This design comes from an exercise in tuning for small area, a short achievable clock period and few clock cycles on the open sky130 flow, not from production work.
In this exercise RTL edits were held to simulation tests only and were not proved equivalent to the original.

`flow/standard.sh`:
```
#!/bin/bash
# synth_recipe.tcl (not shown) runs the flow's synth.tcl, then flattens the netlist and writes it again
# the make line also repeats each setting of config.mk as NAME=value (left out here)
make -C /OpenROAD-flow-scripts/flow DESIGN_CONFIG=/design/flow/config.mk WORK_HOME=/design/flow/orfs CLKGATE_MAP_FILE= SYNTH_SCRIPT=/design/flow/synth_recipe.tcl "${@:-finish}"
```
`flow/constraint.sdc`:
```
create_clock -name core_clock -period 5.5 [get_ports {clk}]
set_input_delay 1.1000 -clock core_clock [delete_from_list [all_inputs] [get_ports {clk}]]
set_output_delay 1.1000 -clock core_clock [all_outputs]
set_load 0.01 [all_outputs]
```
`flow/config.mk`:
```
export PLATFORM = sky130hd
export DESIGN_NAME = keccak
export DESIGN_NICKNAME = keccak
export VERILOG_FILES = /design/flow/design.v
export SDC_FILE = /design/flow/constraint.sdc
export NUM_CORES = 8
export LEC_CHECK = 0
export CAP_MARGIN = 30
export CORE_MARGIN = 2
export CORE_UTILIZATION = 40
export GPL_ROUTABILITY_DRIVEN = 1
export GPL_TIMING_DRIVEN = 1
export PLACE_DENSITY = 0.5
export SETUP_SLACK_MARGIN = 2.9
export SLEW_MARGIN = 30
export SYNTH_HIERARCHICAL = 1
```
`flow/flow/run.sh`:
```
#!/bin/bash
# The standard ORFS flow (the standard.sh) with the standard synthesis
# unchanged; for the layout steps only:
# - plain buf_2 cells (not delay cells) as the port buffers;
# - timing-driven global placement weighting every net by its criticality;
# - a clock tree without dummy loads.
# The make output goes to synth.log and flow.log; each ORFS step keeps its own
# log under orfs/logs.
set -euo pipefail
bash standard.sh synth > synth.log 2>&1
# the platform's don't-use list plus the cells above
dont=$(python3 -c 'import re,sys; s=open(sys.argv[1]).read(); m=re.search(r"export DONT_USE_CELLS \+=((?:.*\\\n)*.*\n)", s); print(" ".join(m.group(1).replace("\\\n", " ").split()))' "$FLOW_HOME/platforms/sky130hd/config.mk")
dont="$dont sky130_fd_sc_hd__xor2_4 sky130_fd_sc_hd__xnor2_4 sky130_fd_sc_hd__buf_12 sky130_fd_sc_hd__buf_16 sky130_fd_sc_hd__xor2_2 sky130_fd_sc_hd__xnor2_2"
echo "DONT_USE_CELLS=$dont" > dont_use.log
export BUFFER_PORTS_ARGS="-buffer_cell sky130_fd_sc_hd__buf_2"
export GLOBAL_PLACEMENT_ARGS="-timing_driven_nets_percentage 100 -timing_driven_net_weight_max 8 -timing_driven_net_reweight_overflow {79 64 49 29 20}"
export SKIP_GATE_CLONING=1
export CTS_ARGS="-sink_clustering_enable -repair_clock_nets -dont_use_dummy_load -sink_clustering_size 20 -sink_clustering_max_diameter 80"
bash standard.sh "DONT_USE_CELLS=$dont" finish > flow.log 2>&1
```
`flow/design.v`:
```
module keccak(clk, reset, in, in_ready, is_last, byte_num, buffer_full, out, out_ready);
    input              clk, reset;
    input      [31:0]  in;
    input              in_ready, is_last;
    input      [1:0]   byte_num;
    output             buffer_full;
    output     [511:0] out;
    output reg         out_ready;
    reg       [1599:0] st;      
    reg        [17:0]  wsel;    
    reg        [55:0]  gsel;    
    reg        [4:0]   rnd;     
    reg                perm;    
    reg                fin;     
    reg                bf;      
    wire               accept = in_ready & ~bf;
    wire               blk_end = accept & (is_last | wsel[17]);
    wire               last_rnd = perm & (rnd == 5'd23);
    wire               spec = accept & is_last & (byte_num == 2'd0);
    wire               perm_n = blk_end | (perm & ~last_rnd);
    wire       [7:0]   go;      
    wire               fin_n = fin | (accept & is_last);
    wire       [31:0]  word, w;
    wire       [63:0]  rc;
    wire     [1599:0]  bo, absorbed, st_next;
    wire       [6:0]   b0r;
    wire       [63:0]  p, p2, h;    
    assign buffer_full = bf;
    padder1 padder1_ (in, is_last, byte_num, word);
    assign w = {word[7:0], word[15:8], word[23:16], word[31:24]};
    rconst rconst_ (rnd, rc);
    round  round_  (st, spec, gsel, rc, bo, b0r);
    function [17:0] gmk;
        input integer k;
        case (k)
          0: gmk = 18'h00100;
          1: gmk = 18'h00101;
          2: gmk = 18'h00200;
          3: gmk = 18'h00202;
          4: gmk = 18'h00401;
          5: gmk = 18'h00405;
          6: gmk = 18'h00500;
          7: gmk = 18'h00802;
          8: gmk = 18'h0080a;
          9: gmk = 18'h00a00;
          10: gmk = 18'h01004;
          11: gmk = 18'h01014;
          12: gmk = 18'h01104;
          13: gmk = 18'h01105;
          14: gmk = 18'h01401;
          15: gmk = 18'h01504;
          16: gmk = 18'h02008;
          17: gmk = 18'h02028;
          18: gmk = 18'h02208;
          19: gmk = 18'h0220a;
          20: gmk = 18'h02802;
          21: gmk = 18'h02a08;
          22: gmk = 18'h04010;
          23: gmk = 18'h04050;
          24: gmk = 18'h04110;
          25: gmk = 18'h04150;
          26: gmk = 18'h04411;
          27: gmk = 18'h04415;
          28: gmk = 18'h05004;
          29: gmk = 18'h05411;
          30: gmk = 18'h08020;
          31: gmk = 18'h080a0;
          32: gmk = 18'h08220;
          33: gmk = 18'h082a0;
          34: gmk = 18'h08822;
          35: gmk = 18'h0882a;
          36: gmk = 18'h0a008;
          37: gmk = 18'h0a822;
          38: gmk = 18'h10040;
          39: gmk = 18'h10140;
          40: gmk = 18'h10441;
          41: gmk = 18'h10541;
          42: gmk = 18'h11044;
          43: gmk = 18'h11054;
          44: gmk = 18'h14010;
          45: gmk = 18'h14110;
          46: gmk = 18'h15044;
          47: gmk = 18'h20080;
          48: gmk = 18'h20280;
          49: gmk = 18'h20882;
          50: gmk = 18'h20a82;
          51: gmk = 18'h22088;
          52: gmk = 18'h220a8;
          53: gmk = 18'h28020;
          54: gmk = 18'h28220;
          55: gmk = 18'h2a088;
          default: gmk = 18'h00000;
        endcase
    endfunction
    wire       [17:0]  wsel_n = reset ? 18'd1 : ~accept ? wsel : blk_end ? 18'd1 : {wsel[16:0], 1'b0};
    genvar q;
    generate
      for (q = 0; q < 56; q = q + 1) begin : GS
        always @ (posedge clk)
          gsel[q] <= |(wsel_n & gmk(q));
      end
    endgenerate
    always @ (posedge clk)
      wsel <= wsel_n;
    always @ (posedge clk)
      if (reset) begin
        rnd <= 0; perm <= 0; fin <= 0; bf <= 0; out_ready <= 0;
      end else begin
        perm <= perm_n;
        fin <= fin_n;
        bf <= perm_n | fin_n;
        if (perm)
          rnd <= last_rnd ? 5'd0 : rnd + 5'd1;
        else if (spec)
          rnd <= 5'd1;
        if (last_rnd & fin)
          out_ready <= 1;
      end
    genvar j, k;
    generate
      for (j = 0; j < 18; j = j + 1) begin : ABS
        wire e = accept & wsel[j];
        for (k = 0; k < 32; k = k + 1) begin : B
          if (j == 17 && k == 31)
            assign absorbed[32*j + k] = st[32*j + k] ^ (w[k] & e) ^ (accept & is_last);
          else
            kab ab (st[32*j + k], w[k], e, absorbed[32*j + k]);
        end
      end
    endgenerate
    assign absorbed[1599:576] = st[1599:576];
    generate
      for (j = 0; j < 8; j = j + 1) begin : GO
        kgo g (perm, bf, in_ready, is_last, byte_num, go[j]);
      end
      for (j = 0; j < 64; j = j + 1) begin : CT
        kctl ct (go[j / 8], reset, p[j], p2[j], h[j]);
      end
      for (j = 0; j < 1600; j = j + 1) begin : NX
        localparam integer L = j / 64, Z = j % 64, X = L % 5, Y = L / 5;
        localparam integer R = (Z == 0) ? 0 : (Z == 1) ? 1 : (Z == 3) ? 2 : (Z == 7) ? 3
                             : (Z == 15) ? 4 : (Z == 31) ? 5 : (Z == 63) ? 6 : -1;
        wire a = (L == 0 && R >= 0) ? b0r[R < 0 ? 0 : R] : bo[j];
        knx nx (p[Z], p2[Z], a, bo[64*((X+1)%5 + 5*Y) + Z], bo[64*((X+2)%5 + 5*Y) + Z],
                h[Z], absorbed[j], st_next[j]);
      end
    endgenerate
    always @ (posedge clk)
      st <= st_next;
    generate
      for (j = 0; j < 64; j = j + 1) begin : OUT
        assign out[511-8*j -: 8] = st[8*j +: 8];
      end
    endgenerate
endmodule
module padder1(in, is_last, byte_num, out);
    input      [31:0] in;
    input             is_last;
    input      [1:0]  byte_num;
    output     [31:0] out;
    genvar b;
    generate
      for (b = 0; b < 4; b = b + 1) begin : B
        wire keep = ~is_last | (byte_num > b);
        wire pad  = is_last & (byte_num == b);
        assign out[31-8*b -: 8] = (in[31-8*b -: 8] & {8{keep}}) | (8'h06 & {8{pad}});
      end
    endgenerate
endmodule
module ksel(p, a, h, s, y);
    input p, a, h, s;
    output y;
    assign y = (p & a) | (h & s);
endmodule
module kpn(p, b, c, y);
    input p, b, c;
    output y;
    assign y = p & ~b & c;
endmodule
module knx(p, p2, a, b, c, h, s, y);
    input p, p2, a, b, c, h, s;
    output y;
    wire u, v;
    ksel sl (p, a, h, s, u);
    kpn  pn (p2, b, c, v);
    kx2  xo (u, v, y);
endmodule
module kab(s, w, e, y);
    input s, w, e;
    output y;
    assign y = s ^ (w & e);
endmodule
module kgo(perm, bf, in_ready, is_last, byte_num, go);
    input perm, bf, in_ready, is_last;
    input [1:0] byte_num;
    output go;
    assign go = perm | (in_ready & ~bf & is_last & (byte_num == 2'd0));
endmodule
module kp(go, reset, p);
    input go, reset;
    output p;
    assign p = go & ~reset;
endmodule
module kctl(go, reset, p, p2, h);
    input go, reset;
    output p, p2, h;
    kp k1 (go, reset, p);
    kp k2 (go, reset, p2);
    assign h = ~go & ~reset;
endmodule
module rconst(r, rc);
    input      [4:0]  r;
    output reg [63:0] rc;
    always @ (*)
      case (r)
        5'd0:    rc = 64'h0000000000000001;
        5'd1:    rc = 64'h0000000000008082;
        5'd2:    rc = 64'h800000000000808A;
        5'd3:    rc = 64'h8000000080008000;
        5'd4:    rc = 64'h000000000000808B;
        5'd5:    rc = 64'h0000000080000001;
        5'd6:    rc = 64'h8000000080008081;
        5'd7:    rc = 64'h8000000000008009;
        5'd8:    rc = 64'h000000000000008A;
        5'd9:    rc = 64'h0000000000000088;
        5'd10:   rc = 64'h0000000080008009;
        5'd11:   rc = 64'h000000008000000A;
        5'd12:   rc = 64'h000000008000808B;
        5'd13:   rc = 64'h800000000000008B;
        5'd14:   rc = 64'h8000000000008089;
        5'd15:   rc = 64'h8000000000008003;
        5'd16:   rc = 64'h8000000000008002;
        5'd17:   rc = 64'h8000000000000080;
        5'd18:   rc = 64'h000000000000800A;
        5'd19:   rc = 64'h800000008000000A;
        5'd20:   rc = 64'h8000000080008081;
        5'd21:   rc = 64'h8000000000008080;
        5'd22:   rc = 64'h0000000080000001;
        5'd23:   rc = 64'h8000000080008008;
        default: rc = 64'h0;
      endcase
endmodule
module kx2(a, b, y);
    input a, b;
    output y;
    assign y = a ^ b;
endmodule
module round(in, spec, gsel, rc, bo, b0r);
    input  [1599:0] in;
    input           spec;    
    input  [55:0]   gsel;    
    input  [63:0]   rc;      
    output [1599:0] bo;     
    output [6:0]    b0r;    
    wire   [63:0]   c01[0:4], c23[0:4], c4[0:4], c[0:4], d[0:4];
    wire   [63:0]   b[0:24];
    wire [1599:0]   t;
    wire   [63:0]   b0;      
    wire [1599:0]   g;       
    wire [1599:0]   ae;      
    genvar x, y, z;
    function integer rho;
        input integer k;
        case (k)
          0: rho = 0;   1: rho = 1;   2: rho = 62;  3: rho = 28;  4: rho = 27;
          5: rho = 36;  6: rho = 44;  7: rho = 6;   8: rho = 55;  9: rho = 20;
          10: rho = 3;  11: rho = 10; 12: rho = 43; 13: rho = 25; 14: rho = 39;
          15: rho = 41; 16: rho = 45; 17: rho = 15; 18: rho = 21; 19: rho = 8;
          20: rho = 18; 21: rho = 2;  22: rho = 61; 23: rho = 56; default: rho = 14;
        endcase
    endfunction
    function integer gidx;
        input integer i;     
        case (i)
          1: gidx = 1;
          2: gidx = 13;
          3: gidx = 10;
          33: gidx = 3;
          34: gidx = 19;
          35: gidx = 16;
          65: gidx = 5;
          66: gidx = 27;
          67: gidx = 22;
          97: gidx = 8;
          98: gidx = 35;
          99: gidx = 30;
          128: gidx = 56;
          129: gidx = 11;
          130: gidx = 43;
          131: gidx = 38;
          161: gidx = 17;
          162: gidx = 52;
          163: gidx = 47;
          193: gidx = 23;
          194: gidx = 25;
          195: gidx = 0;
          225: gidx = 31;
          226: gidx = 33;
          227: gidx = 2;
          257: gidx = 39;
          258: gidx = 41;
          259: gidx = 4;
          289: gidx = 48;
          290: gidx = 50;
          291: gidx = 7;
          319: gidx = 56;
          321: gidx = 6;
          322: gidx = 15;
          323: gidx = 10;
          353: gidx = 9;
          354: gidx = 21;
          355: gidx = 16;
          385: gidx = 14;
          386: gidx = 29;
          387: gidx = 22;
          417: gidx = 20;
          418: gidx = 37;
          419: gidx = 30;
          448: gidx = 56;
          449: gidx = 28;
          450: gidx = 46;
          451: gidx = 38;
          481: gidx = 36;
          482: gidx = 55;
          483: gidx = 47;
          513: gidx = 44;
          514: gidx = 45;
          515: gidx = 0;
          545: gidx = 53;
          546: gidx = 54;
          547: gidx = 2;
          575: gidx = 56;
          577: gidx = 38;
          578: gidx = 40;
          579: gidx = 4;
          609: gidx = 47;
          610: gidx = 49;
          611: gidx = 7;
          639: gidx = 56;
          641: gidx = 0;
          642: gidx = 12;
          643: gidx = 10;
          673: gidx = 2;
          674: gidx = 18;
          675: gidx = 16;
          705: gidx = 4;
          706: gidx = 26;
          707: gidx = 22;
          737: gidx = 7;
          738: gidx = 34;
          739: gidx = 30;
          768: gidx = 56;
          769: gidx = 10;
          770: gidx = 42;
          771: gidx = 38;
          801: gidx = 16;
          802: gidx = 51;
          803: gidx = 47;
          833: gidx = 22;
          834: gidx = 24;
          835: gidx = 0;
          865: gidx = 30;
          866: gidx = 32;
          867: gidx = 2;
          897: gidx = 38;
          898: gidx = 40;
          899: gidx = 4;
          929: gidx = 47;
          930: gidx = 49;
          931: gidx = 7;
          959: gidx = 56;
          961: gidx = 0;
          962: gidx = 12;
          963: gidx = 10;
          993: gidx = 2;
          994: gidx = 18;
          995: gidx = 16;
          1025: gidx = 4;
          1026: gidx = 26;
          1027: gidx = 22;
          1057: gidx = 7;
          1058: gidx = 34;
          1059: gidx = 30;
          1088: gidx = 56;
          1089: gidx = 10;
          1090: gidx = 42;
          1091: gidx = 38;
          1121: gidx = 16;
          1122: gidx = 51;
          1123: gidx = 47;
          1153: gidx = 22;
          1154: gidx = 24;
          1155: gidx = 0;
          1185: gidx = 30;
          1186: gidx = 32;
          1187: gidx = 2;
          1217: gidx = 38;
          1218: gidx = 40;
          1219: gidx = 4;
          1249: gidx = 47;
          1250: gidx = 49;
          1251: gidx = 7;
          1279: gidx = 56;
          1281: gidx = 0;
          1282: gidx = 12;
          1283: gidx = 10;
          1313: gidx = 2;
          1314: gidx = 18;
          1315: gidx = 16;
          1345: gidx = 4;
          1346: gidx = 26;
          1347: gidx = 22;
          1377: gidx = 7;
          1378: gidx = 34;
          1379: gidx = 30;
          1408: gidx = 56;
          1409: gidx = 10;
          1410: gidx = 42;
          1411: gidx = 38;
          1441: gidx = 16;
          1442: gidx = 51;
          1443: gidx = 47;
          1473: gidx = 22;
          1474: gidx = 24;
          1475: gidx = 0;
          1505: gidx = 30;
          1506: gidx = 32;
          1507: gidx = 2;
          1537: gidx = 38;
          1538: gidx = 40;
          1539: gidx = 4;
          1569: gidx = 47;
          1570: gidx = 49;
          1571: gidx = 7;
          1599: gidx = 56;
          default: gidx = -1;
        endcase
    endfunction
    generate
      for (y = 0; y < 5; y = y + 1) begin : GY
        for (x = 0; x < 5; x = x + 1) begin : GX
          for (z = 0; z < 64; z = z + 1) begin : Z
            if (gidx(64*(x+5*y) + z) >= 0) begin : F
              if (gidx(64*(x+5*y) + z) == 56)
                assign g[64*(x+5*y) + z] = spec;
              else
                assign g[64*(x+5*y) + z] = spec & gsel[gidx(64*(x+5*y) + z) % 56];
              kx2 xg (in[64*(x+5*y) + z], g[64*(x+5*y) + z], ae[64*(x+5*y) + z]);
            end else begin : N
              assign g[64*(x+5*y) + z] = 1'b0;
              assign ae[64*(x+5*y) + z] = in[64*(x+5*y) + z];
            end
          end
        end
      end
      for (x = 0; x < 5; x = x + 1) begin : TC
        for (z = 0; z < 64; z = z + 1) begin : Z
          kx2 x01 (in[64*x + z],      in[64*(x+5) + z],  c01[x][z]);
          kx2 x23 (in[64*(x+10) + z], in[64*(x+15) + z], c23[x][z]);
          kx2 x03 (c01[x][z], c23[x][z], c4[x][z]);
          kx2 x04 (c4[x][z], in[64*(x+20) + z], c[x][z]);
        end
      end
      for (x = 0; x < 5; x = x + 1) begin : TD
        for (z = 0; z < 64; z = z + 1) begin : Z
          kx2 xd (c[(x+4)%5][z], c[(x+1)%5][(z+63)%64], d[x][z]);
        end
      end
      for (y = 0; y < 5; y = y + 1) begin : RY
        for (x = 0; x < 5; x = x + 1) begin : RX
          for (z = 0; z < 64; z = z + 1) begin : Z
            kx2 xt (ae[64*(x+5*y) + z], d[x][z], t[64*(x+5*y) + z]);
          end
          assign b[y + 5*((2*x+3*y)%5)] = {t[64*(x+5*y) +: 64], t[64*(x+5*y) +: 64]} >> (64 - rho(x+5*y));
        end
      end
      for (z = 0; z < 64; z = z + 1) begin : IO
        if (z == 0 || z == 1 || z == 3 || z == 7 || z == 15 || z == 31 || z == 63) begin : K
          wire ar;
          if (gidx(z) >= 0)
            kx2 xa (in[z], g[z] ^ rc[z], ar);
          else
            kx2 xa (in[z], rc[z], ar);
          kx2 xb (ar, d[0][z], b0[z]);
        end else begin : N
          assign b0[z] = b[0][z];
        end
      end
      for (x = 0; x < 25; x = x + 1) begin : BO
        assign bo[64*x +: 64] = b[x];
      end
      assign b0r = {b0[63], b0[31], b0[15], b0[7], b0[3], b0[1], b0[0]};
    endgenerate
endmodule
```
==> results.sh, run 1 <==
export IMPL_clkTransAtPathRegs_ns=0.08
export IMPL_drt_pass1_iterations=6
export IMPL_place_gp_congestion=1.17
export IMPL_status="no timing/DRC/antenna violations"
export IMPL_slew_violations=0
export IMPL_clkLatencyLatePin_ns=0.96
export IMPL_die_w_um=554
export IMPL_tightest_slew_ns=1.21
export IMPL_clock_path_buffers=4
export IMPL_period_needed_ns=3.11
export IMPL_end_kind="register"
export IMPL_stdcell_count=20400
export IMPL_die_area_um2=306000
export IMPL_cts_tree="yes"
export IMPL_final_hold_viol_count=0
export IMPL_postSynthCellCount=12100
export IMPL_fmax_mhz=321
export IMPL_htree_levels=4
export IMPL_cp_max_fo=5
export IMPL_finalSetupViolations=0
export IMPL_slew_headroom_pct=19.0
export IMPL_dp_cells=17000
export IMPL_cts_sinks=1681
export IMPL_grt_max_degree=38
export IMPL_grt_pass1_wl_um=1130000
export IMPL_finalWirelength_um=934000
export IMPL_antenna_found_initial=253
export IMPL_ff2ff_path_depth=10
export IMPL_final_util_pct=54.0
export IMPL_via_per_inst=6.28
export IMPL_rsz0062_at_grt="yes"
export IMPL_worstPathRequired_ns=6.32
export IMPL_avgRoutedWirePerCell_um=45.7
export IMPL_die_y_um=554
export IMPL_root_buffer="clkbuf_16"
export IMPL_startpoint_type="register"
export IMPL_grt_pass1_vias=109000
export IMPL_antenna_left=0
export IMPL_fin_worst_skew_ns=0.0907
export IMPL_port_buffer_count=551
export IMPL_crit_type="register to register"
export IMPL_area_growth_pct=34.1
export IMPL_drt_iter0_markers=21000
export IMPL_syn_nets=12100
export IMPL_cts_inserted_buffers=154
export IMPL_pin_count=552
export IMPL_num_vias=128000
export IMPL_hold_depth=2
export IMPL_grtUsageTotal_pct=56.8
export IMPL_period_share_pct=56.6
export IMPL_num_rows=201
export IMPL_start_util_pct=40.2
export IMPL_hold_path_class="register to register"
export IMPL_gr_total_overflow=0
export IMPL_ys_warn_count=9
export IMPL_dp_hpwl_um=734000
export IMPL_fin_nets=16200
export IMPL_syn_area_per_cell_um2=9.98
export IMPL_worstPathArrival_ns=3.93
export IMPL_synthesis_area_um2=121000
export IMPL_design_core_area_um2=300000
export IMPL_maxCapViolCount=0
export IMPL_drive_gt1_share_pct=35.8
export IMPL_route_detailed_drc=0
export IMPL_fin_setup_tns_ns=0
[timing repair]
| item | 4_1_cts | 5_1_grt |
|---|---|---|
| setup endpoints to repair | 2120 | 1542 |
| hold buffers | 0 | 0 |
| pin swaps | 852 | 1121 |
| resized for setup | 1741 | 1195 |
| gates cloned | 0 | 0 |
| setup buffers | 2173 | 871 |
[routing by layer]
layer / vias up / part of all wire (%) / GRT usage, %
met1: 63900 / 34 / 63.6
met5: - / 0.10 / 0.969
li1: 49800 / - / -
met3: 3164 / 16 / 29.4
met2: 11300 / 37 / 74.5
met4: 68 / 13 / 57.8
[final cells by class]
class	count	area (um2)
tap	3958	4950
clock buffer	154	3850
timing repair buffer	4480	32600
fill	28100	138000
sequential	1681	35800
inverter	15	56.3
multi-input combinational	9867	84000
antenna	282	706
[path summary, 6_finish.rpt]
check | start | endpoint | slack, ns
max | bf | st[1136] | 2.39
min | out_ready | out_ready | 0.47
max reg2reg | bf | st[1136] | 2.39
min reg2reg | out_ready | out_ready | 0.47
[registers in the layout, summed over array words and instances, names as in the netlist]
signal / count
st: 1600
wsel: 18
bf: 1
gsel: 54
fin: 1
out_ready: 1
perm: 1
rnd: 5
[through the flow]
stage / hold WS (ns) / instance area (um2) / worst slack, ns
final: 0.472 / 162000 / 2.39
after global routing: 0.504 / 161000 / 2.47
after CTS: 0.481 / 152000 / 2.72
after detailed placement: 0.462 / 130000 / 1.06
after global placement: 0.466 / 129000 / 0.880
after floorplan: 0.446 / 121000 / 2.08
[layout by cell type (no fill, tap or decap), drive strengths merged, types with 17 or more instances in the layout]
cell    instances
a22o         1600
nor2          111
buf          4357
and2           82
dfxtp        1681
xnor2         577
a21oi          31
a22oi          17
and3b        1600
nor2b         151
nand2         594
diode         282
o21ai          20
xor2         4977
clkbuf        276
[critical path, cell delays in order, from the launching register on]
cell and delay (ns):
dfxtp_4 0.38, nor2b_4 0.15, nand2_4 0.06, nor3_4 0.22, buf_8 0.17, and2_4 0.23, xor2_1 0.95, xor2_1 0.26
buf_6 0.23, and3b_1 0.21, xor2_1 0.14
Testbench counts, summed over its fixed seeds: cycles 7,376.
==> run 2: changes to the inputs <==
--- a/flow/config.mk
+++ b/flow/config.mk
@@ -12,4 +12,4 @@
 export GPL_TIMING_DRIVEN = 1
-export PLACE_DENSITY = 0.5
-export SETUP_SLACK_MARGIN = 2.9
+export PLACE_DENSITY = 0.42
+export SETUP_SLACK_MARGIN = 2.75
 export SLEW_MARGIN = 30
==> run 2 against run 1 <==
- synthesized area did not move
- critical path type unchanged
- wire length fell by 3.6%
- highest routed layer unchanged
- critical path depth fell by 2
- core utilization fell by 4.0 points
- non-clock buffer count fell by 1099
==> results.sh, run 2 <==
export IMPL_grt_pass1_vias=105000
export IMPL_finalWirelength_um=900000
export IMPL_period_needed_ns=3.12
export IMPL_port_buffer_count=551
export IMPL_clkTransAtPathRegs_ns=0.08
export IMPL_rrSetupSlack_ns=2.38
export IMPL_area_growth_pct=24.3
export IMPL_fill_cells=28900
export IMPL_place_gp_congestion=1.14
export IMPL_tightest_slew_ns=1.16
export IMPL_htree_levels=4
export IMPL_ys_warn_count=9
export IMPL_grtUsageTotal_pct=55.5
export IMPL_fin_setup_tns_ns=0
export IMPL_multi_input_area_um2=83900
export IMPL_cts_tree="yes"
export IMPL_final_hold_viol_count=0
export IMPL_syn_nets=12100
export IMPL_slew_headroom_pct=22.9
export IMPL_hold_path_class="register to register"
export IMPL_largest_reg_flops=1600
export IMPL_regArea_um2=34400
export IMPL_fin_nets=15100
export IMPL_cts_inserted_buffers=154
export IMPL_die_area_um2=306000
export IMPL_avgRoutedWirePerCell_um=46.6
export IMPL_layout_cells_most_common="xor2_1"
export IMPL_finalSetupViolations=0
export IMPL_clkLatencyLatePin_ns=0.96
export IMPL_pin_count=552
export IMPL_start_util_pct=40.2
export IMPL_postSynthCellCount=12100
export IMPL_clock_path_buffers=4
export IMPL_antenna_left=0
export IMPL_cts_sinks=1681
export IMPL_regMostFlops="st"
export IMPL_grt_max_degree=54
export IMPL_fin_worst_skew_ns=0.0994
export IMPL_num_rows=201
export IMPL_layout_common_cells="xor2_1 (4975), a22o_1 (1600), and3b_1 (1598)"
export IMPL_drt_iter0_markers=19800
export IMPL_antenna_found_initial=263
export IMPL_end_kind="register"
export IMPL_design_core_area_um2=300000
export IMPL_die_y_um=554
export IMPL_maxCapViolCount=0
export IMPL_worstPathRequired_ns=6.27
export IMPL_gr_total_overflow=0
export IMPL_design_area_um2=150000
export IMPL_fmax_mhz=321
export IMPL_place_area_um2=130000
export IMPL_synthesis_area_um2=121000
export IMPL_rsz0062_at_grt="yes"
export IMPL_grt_pass1_wl_um=1110000
export IMPL_top_regs="st (1600), gsel (54), wsel (18)"
export IMPL_cp_max_fo=3
export IMPL_route_detailed_drc=0
export IMPL_worstPathArrival_ns=3.89
export IMPL_status="no timing/DRC/antenna violations"
export IMPL_drt_pass1_iterations=6
export IMPL_crit_type="register to register"
export IMPL_die_w_um=554
export IMPL_via_per_inst=6.26
export IMPL_num_vias=121000
export IMPL_startpoint_type="register"
export IMPL_syn_area_per_cell_um2=9.98
export IMPL_period_share_pct=56.7
export IMPL_drive_gt1_share_pct=28.2
export IMPL_slew_violations=0
export IMPL_root_buffer="clkbuf_16"
export IMPL_dp_hpwl_um=736000
-- run 2: changes by cell type in the layout (fill, tap and decap cells not counted), moves of 28 or more --
cell | previous run | this run
buf_2 | 1757 | 1541
buf_6 | 674 | 169
diode_2 | 282 | 252
dfxtp_1 | 856 | 1272
buf_8 | 48 | 16
clkbuf_4 | 79 | 151
dfxtp_2 | 365 | 333
dfxtp_4 | 460 | 76
and2_4 | 64 | 36
buf_4 | 1878 | 1490
-- run 2: critical path, stage by stage (launching register included) --
cell and delay, ns:
dfxtp_4 0.35, xor2_1 0.24, xor2_1 0.26, xor2_1 0.27
xor2_1 0.26, xor2_1 0.86, buf_6 0.33, and3b_1 0.22
xor2_1 0.15
-- run 2: layer usage --
metal  track usage (%)  up-vias  share of wire [%]
li1                  -    47500                  -
met1              64.8    60700                 35
met2              72.2     9971                 37
met3              26.0     2530                 15
met4              54.5       80                 12
met5              1.61        -               0.16
-- run 2: layout make-up --
class | count | area share [%]
well taps | 3958 | 3.30
repair buffers | 3381 | 14.9
multi-input cells | 9867 | 55.9
diodes | 252 | 0.420
inverters | 15 | 0.0375
clock buffers | 154 | 2.57
flip-flops and latches | 1681 | 22.9
-- run 2: repair_timing --
| item | in CTS | in global routing |
|---|---|---|
| endpoints found under the setup margin | 1845 | 1389 |
| pin swaps | 660 | 246 |
| hold buffers | 0 | 0 |
| setup buffers | 1506 | 453 |
| gates resized for setup | 609 | 584 |
| hold endpoints to repair | 0 | 0 |
-- run 2: final timing paths --
path | startpoint | to | depth (start not counted)
min reg2reg | out_ready | out_ready | 2
min | out_ready | out_ready | 2
max reg2reg | st[320] | st[1244] | 8
max | st[320] | st[1244] | 8
-- run 2: stage by stage --
step	hold WS [ns]	utilization [%]	instances	worst slack [ns]
floorplan	0.446	-	12100	2.08
global placement	0.461	42.9	16800	0.992
detailed placement	0.469	43.3	16900	0.977
CTS	0.487	48.3	18600	2.72
global route	0.510	49.8	19100	2.48
finish	0.484	50.0	19300	2.38
==> run 3: changes to the inputs <==
--- a/flow/config.mk
+++ b/flow/config.mk
@@ -12,3 +12,3 @@
 export GPL_TIMING_DRIVEN = 1
-export PLACE_DENSITY = 0.42
+export PLACE_DENSITY = 0.5
 export SETUP_SLACK_MARGIN = 2.75
==> run 3 against run 2 <==
- register-to-register slack improved by 0.18 ns
- fmax rose by 6.0%
- still clean on timing, DRC and antenna
- global-route usage rose by 0.72 points
- critical path depth rose by 1
- first-iteration DRC count rose by 1.7%
- synthesized area did not move
- flip-flop and latch count did not move
- highest routed layer unchanged
==> results.sh, run 3 <==
export IMPL_status="no timing/DRC/antenna violations"
export IMPL_slew_headroom_pct=24.4
export IMPL_avgRoutedWirePerCell_um=47.1
export IMPL_rsz0062_at_grt="yes"
export IMPL_drive_gt1_share_pct=28.4
export IMPL_rrSetupSlack_ns=2.56
export IMPL_ff2ff_path_depth=9
export IMPL_grt_pass1_wl_um=1120000
export IMPL_cp_slowest_cell="dfxtp_4"
export IMPL_fin_worst_skew_ns=0.0483
export IMPL_cts_sinks=1681
export IMPL_cts_inserted_buffers=152
export IMPL_antenna_left=0
export IMPL_grt_busiest_layer="met2"
export IMPL_finalSetupViolations=0
export IMPL_ctsHoldBuffers=0
export IMPL_dp_hpwl_um=744000
export IMPL_root_buffer="clkbuf_16"
export IMPL_slew_violations=0
export IMPL_design_area_um2=150000
export IMPL_period_share_pct=53.4
export IMPL_pin_count=552
export IMPL_final_util_pct=50.0
export IMPL_finalWirelength_um=910000
export IMPL_place_gp_congestion=1.16
export IMPL_regMostFlops="st"
export IMPL_antenna_found_initial=248
export IMPL_cpMostUsedCell="xor2_1"
export IMPL_cp_startpoint="st[465]"
export IMPL_cts_tree="yes"
export IMPL_crit_cells=9
export IMPL_hold_start="out_ready"
export IMPL_worstPathArrival_ns=3.75
export IMPL_area_growth_pct=24.4
export IMPL_crit_type="register to register"
export IMPL_grt_use_met3_pct=27.8
export IMPL_fin_setup_tns_ns=0
export IMPL_worstPathRequired_ns=6.31
export IMPL_synthesis_area_um2=121000
export IMPL_die_area_um2=306000
export IMPL_period_needed_ns=2.94
export IMPL_startpoint_type="register"
export IMPL_grtUsageTotal_pct=56.2
export IMPL_design_core_area_um2=300000
export IMPL_postSynthCellCount=12100
export IMPL_grt_max_degree=39
export IMPL_layout_common_cells="xor2_1 (4975), a22o_1 (1600), and3b_1 (1596)"
export IMPL_maxCapViolCount=0
export IMPL_gr_total_overflow=0
export IMPL_num_vias=122000
export IMPL_r2r_start="st[465]"
export IMPL_cp_max_fo=5
export IMPL_top_regs="st (1600), gsel (54), wsel (18)"
export IMPL_largest_reg_flops=1600
export IMPL_crit_end="st[1288]"
export IMPL_grt_pass1_vias=106000
export IMPL_port_buffer_count=551
export IMPL_layout_cells_most_common="xor2_1"
export IMPL_hold_slack_ns=0.476
export IMPL_clock_path_buffers=4
export IMPL_fmax_mhz=340
export IMPL_max_stage_delay_ns=0.39
export IMPL_final_hold_viol_count=0
export IMPL_cp_cell_sequence="xor2_1, xor2_1, xor2_1, xor2_1, buf_4, xor2_1, buf_4, and3b_1, xor2_1"
export IMPL_syn_area_per_cell_um2=9.98
export IMPL_htree_levels=4
export IMPL_die_w_um=554
export IMPL_route_detailed_drc=0
export IMPL_tightest_slew_ns=1.13
export IMPL_clkLatencyLatePin_ns=0.93
export IMPL_die_y_um=554
export IMPL_hold_path_class="register to register"
export IMPL_start_util_pct=40.2
export IMPL_fin_nets=15100
export IMPL_via_per_inst=6.33
export IMPL_grt_util_met1_pct=64.9
export IMPL_path_buf_inv=2
export IMPL_drt_iter0_markers=20200
export IMPL_end_kind="register"
export IMPL_path_delay_family="XOR/XNOR gates"
export IMPL_drt_pass1_iterations=6
export IMPL_grt_util_met2_pct=72.6
export IMPL_syn_nets=12100
export IMPL_num_rows=201
export IMPL_ys_warn_count=9
export IMPL_timing_rr_end="st[1288]"
export IMPL_place_area_um2=130000
export IMPL_clkTransAtPathRegs_ns=0.08
[run 3: per-layer routing]
layer,wire length (um),share of wire (%)
met3,142000,16
met1,322000,35
met2,335000,37
met4,110000,12
met5,647,0.071
[run 3: worst reg2reg max path: stages, from the launching register on]
cell and delay, ns:
dfxtp_4 0.39, xor2_1 0.38, xor2_1 0.37, xor2_1 0.32, xor2_1 0.19, buf_4 0.19, xor2_1 0.38, buf_4 0.28
and3b_1 0.21, xor2_1 0.14
[run 3: area by class of cell]
type | instances | area [um2]
diodes | 258 | 646
clock buffers | 152 | 3800
fillers | 28800 | 150000
inverters | 15 | 60.1
multi-input cells | 9867 | 83900
flip-flops and latches | 1681 | 34400
well taps | 3958 | 4950
repair buffers | 3381 | 22500
[run 3: per-stage QoR]
stage	worst slack, ns	cells
6_report	2.56	19300
5_1_grt	2.63	19100
4_1_cts	2.68	18700
3_5_place_dp	0.877	17000
3_3_place_gp	0.969	16900
2_1_floorplan	2.08	12100
[run 3: repair_timing]
action	4_1_cts	5_1_grt
gates resized for setup	615	673
endpoints found under the setup margin	1860	1371
pin swaps	652	219
setup buffers	1529	401
[run 3: worst min-delay path by stage]
stage,to,slack [ns],depth (start not counted)
2_1_floorplan,fin,0.45,2
3_3_place_gp,out_ready,0.47,2
3_5_place_dp,out_ready,0.47,2
4_1_cts,out_ready,0.49,2
5_1_grt,fin,0.52,2
6_report,out_ready,0.48,2
==> run 4: changes to the inputs <==
--- a/flow/config.mk
+++ b/flow/config.mk
@@ -9,6 +9,6 @@
 export CORE_MARGIN = 2
-export CORE_UTILIZATION = 40
+export CORE_UTILIZATION = 50
 export GPL_ROUTABILITY_DRIVEN = 1
 export GPL_TIMING_DRIVEN = 1
-export PLACE_DENSITY = 0.5
+export PLACE_DENSITY = 0.6
 export SETUP_SLACK_MARGIN = 2.75
==> run 4 against run 3 <==
- cell area down 1.4%
- clock skew rose by 0.018 ns
- worst hold slack gained 0.054 ns
- worst setup slack lost 0.29 ns
- final cell count decreased by 4.6%
- clock-buffer cell count decreased by 6
- die area down 20%
- synthesized area is the same
- global-route usage grew 7.9 points
- register-to-register slack worse by 0.29 ns
==> results.sh, run 4 <==
export IMPL_rrSetupSlack_ns=2.27
export IMPL_finalSetupViolations=0
export IMPL_place_area_um2=129000
export IMPL_num_rows=180
export IMPL_grt_max_degree=57
export IMPL_top_regs="st (1600), gsel (54), wsel (18)"
export IMPL_clkTransAtPathRegs_ns=0.08
export IMPL_worstPathRequired_ns=6.26
export IMPL_postSynthCellCount=12100
export IMPL_clkLatencyLatePin_ns=0.89
export IMPL_root_buffer="clkbuf_16"
export IMPL_via_per_inst=6.91
export IMPL_layout_common_cells="xor2_1 (4975), a22o_1 (1600), and3b_1 (1596)"
export IMPL_area_growth_pct=22.6
export IMPL_r2r_start="st[979]"
export IMPL_pin_count=552
export IMPL_pre_cts_ws_ns=1.01
export IMPL_drt_pass1_iterations=13
export IMPL_maxCapViolCount=0
export IMPL_finalWirelength_um=844000
export IMPL_dp_hpwl_um=672000
export IMPL_wl_met1_um=269000
export IMPL_wl_met2_um=297000
export IMPL_slew_headroom_pct=13.9
export IMPL_ys_warn_count=9
export IMPL_syn_area_per_cell_um2=9.98
export IMPL_timing_rr_end="st[448]"
export IMPL_end_kind="register"
export IMPL_regMostFlops="st"
export IMPL_fmax_mhz=310
export IMPL_grt_pass1_wl_um=1040000
export IMPL_path_buf_inv=3
export IMPL_largest_reg_flops=1600
export IMPL_fin_worst_skew_ns=0.0666
export IMPL_clock_path_buffers=3
export IMPL_cp_cell_sequence="xor2_1, xor2_1, xor2_1, xor2_1, buf_4, buf_6, xor2_1, buf_2, and3b_1, xor2_1"
export IMPL_antenna_found_initial=175
export IMPL_avgRoutedWirePerCell_um=45.8
export IMPL_fill_cells=20800
export IMPL_cpMostUsedCell="xor2_1"
export IMPL_period_share_pct=58.7
export IMPL_hold_start="fin"
export IMPL_cp_max_fo=3
export IMPL_multi_input_area_um2=83900
export IMPL_startpoint_type="register"
export IMPL_hold_end="fin"
export IMPL_hold_depth=2
export IMPL_fin_ws_ns=2.27
export IMPL_hold_path_class="register to register"
export IMPL_htree_levels=4
export IMPL_port_buffer_count=551
export IMPL_synthesis_area_um2=121000
export IMPL_final_hold_viol_count=0
export IMPL_cp_slowest_cell="xor2_1"
export IMPL_route_detailed_drc=0
export IMPL_tightest_slew_ns=1.29
export IMPL_syn_nets=12100
export IMPL_cts_tree="yes"
export IMPL_design_area_um2=148000
export IMPL_grt_pass1_vias=107000
export IMPL_ff2ff_path_depth=10
export IMPL_met3_wirelength_um=158000
export IMPL_routed_top_layer="met5"
export IMPL_rsz0062_at_grt="yes"
export IMPL_cts_sinks=1681
export IMPL_fin_nets=15100
export IMPL_layout_cells_most_common="xor2_1"
export IMPL_place_gp_congestion=1.23
export IMPL_die_y_um=496
export IMPL_crit_type="register to register"
export IMPL_grtUsageTotal_pct=64.1
export IMPL_period_needed_ns=3.23
export IMPL_num_vias=127000
export IMPL_status="no timing/DRC/antenna violations"
export IMPL_regArea_um2=34200
export IMPL_final_util_pct=61.6
export IMPL_worstPathArrival_ns=3.98
export IMPL_ctsHoldBuffers=0
export IMPL_start_util_pct=50.3
export IMPL_drive_gt1_share_pct=27.1
export IMPL_die_w_um=496
export IMPL_gr_total_overflow=0
export IMPL_fin_setup_tns_ns=0
export IMPL_cts_inserted_buffers=146
export IMPL_drt_iter0_markers=23600
export IMPL_path_delay_family="XOR/XNOR gates"
export IMPL_slew_violations=0
export IMPL_die_area_um2=246000
export IMPL_antenna_left=0
export IMPL_design_core_area_um2=240000
export IMPL_max_stage_delay_ns=0.79
[run 4: repair_timing]
action	4_1_cts	5_1_grt
resized for setup	326	652
endpoints found under the setup margin	1693	1471
setup buffers	1446	510
pin swaps	676	182
[run 4: layer usage]
layer,GRT usage (%),vias up
met5,4.79,-
li1,-,47300
met1,68.0,62300
met3,42.2,4466
met2,81.1,13200
met4,66.1,90
[run 4: worst reg2reg max path: cells and delay by family (launching register included)]
family        cells  cell delay, ns
buf+inv           3            0.56
simple gates      1            0.19
flops             1            0.46
xor+xnor          6            1.89
[run 4: worst max path at each step]
stage                   from       end  cells past startpoint
detailed placement  in_ready   st[851]                     10
finish               st[979]   st[448]                     10
global route         st[786]   st[448]                     11
floorplan           in_ready  st[1036]                     12
global placement    in_ready   st[851]                     10
CTS                  st[786]   st[448]                     11
[run 4: stage by stage]
step                      std cells  hold WS [ns]
after CTS                     17700         0.484
after global routing          18200         0.537
after global placement        15900         0.468
final                         18400         0.530
after detailed placement      16100         0.470
after floorplan               12100         0.446
[run 4: final cells by class]
cell class | instances | area share, %
Inverter | 15 | 0.0380
Multi-Input combinational cell | 9867 | 56.6
Antenna cell | 243 | 0.411
Timing Repair Buffer | 3293 | 14.7
Sequential cell | 1681 | 23.1
Tap cell | 3185 | 2.69
Clock buffer | 146 | 2.47

==> afterwards: timing with drivers on the ports <==
In the flow no input, the clock included, has a driving cell. The finished layouts below were timed again as built, in two steps. Step 1 sets driving cells, clkbuf_16 on the clock port and buf_2 on the other inputs (assumed; they add their load-dependent delay and slew). Step 2 also shifts input and output timing later by t, the mid clock arrival at the registers, as if the neighbouring blocks saw the same clock. a / b / c = ideal ports / drivers / drivers and shift; a / b = the first two.
run	t (ns)	setup slack, ns	worst data-port slew with drivers (ns)
run 1	1.034	2.387 / 2.387 / 1.426	0.09
run 2	1.026	2.384 / 2.384 / 1.506	0.05
run 3	1.029	2.561 / 2.561 / 1.774	0.05
run 4	0.973	2.273 / 2.273 / 1.646	0.05
After both steps setup and hold are still met in every run listed. The setup slack of run 1, which loses most, moves by 0.000 ns with the drivers and by -0.961 ns with both steps.
